What follows belongs to an exercise in optimizing a design on an open flow for a short achievable clock period and few clock cycles; a production flow would make more cautious choices. The RTL was checked by simulation tests, not by an equivalence proof against the original design.

== the previous run ==
==> module microprocessor, before the edit <==
module microprocessor(clk, rst, imem_addr, imem_data, dmem_addr, dmem_data, dbg_sel, dbg_data, done, data_out);
	input clk;
	input rst;
	output [7:0] imem_addr;
	input [31:0] imem_data;
	output [7:0] dmem_addr;
	input [7:0] dmem_data;
	input [4:0] dbg_sel;
	output [7:0] dbg_data;
	output done;
	output [7:0] data_out;
	function [7:0] prefix_carry;
		input [7:0] a;
		input [7:0] b;
		input cin;
		reg [7:0] g, p, g1, p1, g2, p2, g3;
		begin
			g = a & b;
			p = a ^ b;
			g[0] = g[0] | (p[0] & cin);
			g1 = g | ((p & {g[6:0], 1'b0}));
			p1 = p & {p[6:0], 1'b1};
			g2 = g1 | ((p1 & {g1[5:0], 2'b0}));
			p2 = p1 & {p1[5:0], 2'b11};
			g3 = g2 | ((p2 & {g2[3:0], 4'b0}));
			prefix_carry = g3;
		end
	endfunction
	function [7:0] add8;
		input [7:0] a;
		input [7:0] b;
		reg [7:0] c;
		begin
			c = prefix_carry(a, b, 1'b0);
			add8 = (a ^ b) ^ {c[6:0], 1'b0};
		end
	endfunction
	reg [7:0] register_file [31:0];
	reg [7:0] debug_file [31:0];	 
	reg [7:0] pc_inc;	 
	reg [7:0] pc_target;	 
	reg branch_taken;	 
	reg halted;	 
	reg [7:0] alu_out;	 
	reg load_pending;	 
	reg write_any;	 
	reg [31:0] write_pending;	 
	integer i;
	wire [7:0] pc = branch_taken ? pc_target : pc_inc;
	wire stopped = halted || (pc >= 8'h80);
	wire run = !stopped;
	wire [5:0] opcode = imem_data[31:26];
	wire [4:0] rs = imem_data[25:21];
	wire [4:0] rt = imem_data[20:16];
	wire [4:0] rd = imem_data[15:11];
	wire [5:0] function_field = imem_data[5:0];
	wire [7:0] immediate = imem_data[7:0];
	wire [7:0] write_back = load_pending ? dmem_data : alu_out;
	reg [7:0] operand_file [31:0];
	always @(*)
		for (i = 0; i < 32; i = i + 1)
			operand_file[i] = write_pending[i] ? write_back : register_file[i];
	wire is_r = (opcode == 6'h00);
	wire is_addu = is_r && (function_field == 6'h21);
	wire is_slt = is_r && (function_field == 6'h2a);
	wire is_addiu = (opcode == 6'h09);
	wire is_lw = (opcode == 6'h23);
	wire is_beq = (opcode == 6'h04);
	wire is_bne = (opcode == 6'h05);
	wire use_imm = is_addiu || is_lw;
	wire [7:0] register_operand_1 = operand_file[rs];
	wire [7:0] register_operand_2 = use_imm ? immediate : operand_file[rt];
	wire [7:0] sum = add8(register_operand_1, register_operand_2);
	wire [7:0] cmp_carry = prefix_carry({1'b0, register_operand_1[6:0]}, {1'b0, ~register_operand_2[6:0]}, 1'b1);
	wire low_ge = cmp_carry[6];
	wire less = (register_operand_1[7] != register_operand_2[7]) ? register_operand_1[7] : !low_ge;
	wire equal = (register_operand_1 == register_operand_2);
	wire taken = (is_beq && equal) || (is_bne && !equal);
	wire write_en = is_addu || is_slt || is_addiu || is_lw;
	wire [4:0] write_reg = is_r ? rd : rt;
	assign imem_addr = pc;
	assign dmem_addr = alu_out;
	wire [255:0] debug_bits;
	genvar g;
	generate
		for (g = 0; g < 32; g = g + 1) begin : debug_flat
			assign debug_bits[8*g+7:8*g] = debug_file[g];
		end
	endgenerate
	register_select debug_read(.sel(dbg_sel), .regs(debug_bits), .value(dbg_data));
	assign data_out = debug_file[8'h04];
	assign done = stopped && !write_any;
	always @(posedge clk) begin
		if (rst) begin
			pc_inc <= 8'd0;
			pc_target <= 8'd0;
			branch_taken <= 1'b0;
			halted <= 1'b0;
			write_any <= 1'b0;
			write_pending <= 32'd0;
			for (i = 0; i < 32; i = i + 1) begin
				register_file[i] <= 8'd0;
				debug_file[i] <= 8'd0;
			end
		end
		else begin
			for (i = 0; i < 32; i = i + 1)
				if (write_pending[i]) begin
					register_file[i] <= write_back;
					debug_file[i] <= write_back;
				end
			for (i = 0; i < 32; i = i + 1)
				write_pending[i] <= run && write_en && write_reg == i;
			write_any <= run && write_en;
			pc_inc <= pc + 8'd1;
			pc_target <= add8(pc, immediate);
			branch_taken <= taken;
			halted <= stopped;
		end
	end
	always @(posedge clk) begin
		alu_out <= is_slt ? {7'd0, less} : sum;
		load_pending <= is_lw;
	end
endmodule
==> module register_select, before the edit <==
module register_select(sel, regs, value);
	input [4:0] sel;
	input [255:0] regs;
	output [7:0] value;
	wire [7:0] group_select;
	genvar b, k;
	generate
		for (k = 0; k < 8; k = k + 1) begin : decode
			match3 #(.VALUE(k)) m(.sel(sel[4:2]), .y(group_select[k]));
		end
		for (b = 0; b < 8; b = b + 1) begin : bits
			wire [15:0] pair_n;
			wire [7:0] group;
			wire [3:0] two_n;
			for (k = 0; k < 16; k = k + 1) begin : l1
				mux2_n m(.s(sel[0]), .a(regs[8*(2*k)+b]), .b(regs[8*(2*k+1)+b]), .y_n(pair_n[k]));
			end
			for (k = 0; k < 8; k = k + 1) begin : l2
				mux2_n m(.s(sel[1]), .a(pair_n[2*k]), .b(pair_n[2*k+1]), .y_n(group[k]));
			end
			for (k = 0; k < 4; k = k + 1) begin : l3
				gate_a22oi g(.a1(group_select[2*k]), .a2(group[2*k]), .b1(group_select[2*k+1]), .b2(group[2*k+1]), .y(two_n[k]));
			end
			gate_nand4 l4(.a(two_n[0]), .b(two_n[1]), .c(two_n[2]), .d(two_n[3]), .y(value[b]));
		end
	endgenerate
endmodule
==> module match3, before the edit <==
module match3(sel, y);
	parameter VALUE = 0;
	input [2:0] sel;
	output y;
	assign y = (sel == VALUE);
endmodule
==> module gate_nand4, before the edit <==
module gate_nand4(a, b, c, d, y);
	input a, b, c, d;
	output y;
	assign y = !(a && b && c && d);
endmodule
clock: 10.0 ns
lec_check: 0
cap_margin: 20
core_margin: 2
core_utilization: 40
place_density: 0.6
setup_slack_margin: 5
slew_margin: 20
synth_hierarchical: 1
run.sh (not shown) runs the stock make flow with config.mk's settings and CLKGATE_MAP_FILE= SYNTH_SCRIPT=/design/flow/synth_recipe.tcl, a recipe that flattens the netlist after the stock synthesis.
Testbench counts of the previous run, summed over its fixed seeds: cycles 51,952.
The inputs of the current run differ from those of the previous run as listed below.
--- a/flow/design.v
+++ b/flow/design.v
@@ -86,10 +86,10 @@
 		for (g = 0; g < 32; g = g + 1) begin : debug_flat
 			assign debug_bits[8*g+7:8*g] = debug_file[g];
 		end
 	endgenerate
-	register_select debug_read(.sel(dbg_sel), .regs(debug_bits), .value(dbg_data));
-	assign data_out = debug_file[8'h04];
+	register_select debug_read(.sel(dbg_sel), .regs_n(debug_bits), .value(dbg_data));
+	assign data_out = ~debug_file[8'h04];
 	assign done = stopped && !write_any;
 	always @(posedge clk) begin
 		if (rst) begin
 			pc_inc <= 8'd0;
@@ -99,16 +99,16 @@
 			write_any <= 1'b0;
 			write_pending <= 32'd0;
 			for (i = 0; i < 32; i = i + 1) begin
 				register_file[i] <= 8'd0;
-				debug_file[i] <= 8'd0;
+				debug_file[i] <= 8'hff;
 			end
 		end
 		else begin
 			for (i = 0; i < 32; i = i + 1)
 				if (write_pending[i]) begin
 					register_file[i] <= write_back;
-					debug_file[i] <= write_back;
+					debug_file[i] <= ~write_back;
 				end
 			for (i = 0; i < 32; i = i + 1)
 				write_pending[i] <= run && write_en && write_reg == i;
 			write_any <= run && write_en;
@@ -122,52 +122,56 @@
 		alu_out <= is_slt ? {7'd0, less} : sum;
 		load_pending <= is_lw;
 	end
 endmodule
-module register_select(sel, regs, value);
+module register_select(sel, regs_n, value);
 	input [4:0] sel;
-	input [255:0] regs;
+	input [255:0] regs_n;	 
 	output [7:0] value;
-	wire [7:0] group_select;
+	wire [3:0] quarter_select;
 	genvar b, k;
 	generate
-		for (k = 0; k < 8; k = k + 1) begin : decode
-			match3 #(.VALUE(k)) m(.sel(sel[4:2]), .y(group_select[k]));
+		for (k = 0; k < 4; k = k + 1) begin : decode
+			match2 #(.VALUE(k)) m(.sel(sel[4:3]), .y(quarter_select[k]));
 		end
 		for (b = 0; b < 8; b = b + 1) begin : bits
-			wire [15:0] pair_n;
-			wire [7:0] group;
-			wire [3:0] two_n;
+			wire [15:0] pair;
+			wire [7:0] four_n;
+			wire [3:0] eight;
+			wire [1:0] two_n;
 			for (k = 0; k < 16; k = k + 1) begin : l1
-				mux2_n m(.s(sel[0]), .a(regs[8*(2*k)+b]), .b(regs[8*(2*k+1)+b]), .y_n(pair_n[k]));
+				mux2_n m(.s(sel[0]), .a(regs_n[8*(2*k)+b]), .b(regs_n[8*(2*k+1)+b]), .y_n(pair[k]));
 			end
 			for (k = 0; k < 8; k = k + 1) begin : l2
-				mux2_n m(.s(sel[1]), .a(pair_n[2*k]), .b(pair_n[2*k+1]), .y_n(group[k]));
+				mux2_n m(.s(sel[1]), .a(pair[2*k]), .b(pair[2*k+1]), .y_n(four_n[k]));
 			end
 			for (k = 0; k < 4; k = k + 1) begin : l3
-				gate_a22oi g(.a1(group_select[2*k]), .a2(group[2*k]), .b1(group_select[2*k+1]), .b2(group[2*k+1]), .y(two_n[k]));
+				mux2_n m(.s(sel[2]), .a(four_n[2*k]), .b(four_n[2*k+1]), .y_n(eight[k]));
 			end
-			gate_nand4 l4(.a(two_n[0]), .b(two_n[1]), .c(two_n[2]), .d(two_n[3]), .y(value[b]));
+			for (k = 0; k < 2; k = k + 1) begin : l4
+				gate_a22oi g(.a1(quarter_select[2*k]), .a2(eight[2*k]), .b1(quarter_select[2*k+1]), .b2(eight[2*k+1]), .y(two_n[k]));
+			end
+			gate_nand2 l5(.a(two_n[0]), .b(two_n[1]), .y(value[b]));
 		end
 	endgenerate
 endmodule
 module mux2_n(s, a, b, y_n);
 	input s, a, b;
 	output y_n;
 	assign y_n = !(s ? b : a);
 endmodule
-module match3(sel, y);
+module match2(sel, y);
 	parameter VALUE = 0;
-	input [2:0] sel;
+	input [1:0] sel;
 	output y;
 	assign y = (sel == VALUE);
 endmodule
 module gate_a22oi(a1, a2, b1, b2, y);
 	input a1, a2, b1, b2;
 	output y;
 	assign y = !((a1 && a2) || (b1 && b2));
 endmodule
-module gate_nand4(a, b, c, d, y);
-	input a, b, c, d;
+module gate_nand2(a, b, y);
+	input a, b;
 	output y;
-	assign y = !(a && b && c && d);
+	assign y = !(a && b);
 endmodule
- The previous run has a lower non-clock buffer count than the current run.
- The current run does better than the previous run on cell-internal power.
- Relative to the previous run, the initial antenna violation count of the current run is higher by 2.
- Between the current run and the previous run, period utilization is higher for the current run, the previous run comes in under that.
- The net total in the final layout reported for the current run is greater than that of the previous run by 98.
- The current run finished every stage and its layout cleared the timing, DRC and antenna checks.
- The previous run reports its destination of the critical timing path as dbg_data[6] while the current run reports dbg_data[1].
- The current run vs the previous run — synthesized area dropped by a few percent
- Relative to the previous run, the count of inserted tapcells measured on the current run has decreased slightly.
Testbench counts of the current run, summed over its fixed seeds: cycles 51,952.

re-timing with driven ports:
How much do the figures lean on ideal ports? The routed layouts below were timed once more, with nothing changed but the port constraints. Step 1, drivers: a clkbuf_16 drives clk and a buf_2 each remaining input, both assumed. Step 2, shift: input delay + t, output delay - t, t = (earliest + latest rising clock arrival at the registers) / 2. This alone moves slack from input paths to output paths. a / b / c = ideal ports / drivers / drivers and shift; a / b = the first two.
run | t, ns | setup slack, ns | worst hold slack (ns)
the previous run | 0.708 | 4.598 / 4.372 / 4.335 | 0.483 / 0.483 / 0.483
the current run | 0.696 | 4.461 / 4.069 / 4.069 | 0.467 / 0.467 / 0.467
After both steps every run listed still meets setup and hold. The setup slack of the current run, which loses most, moves by -0.392 ns with the drivers and by -0.392 ns with both steps.
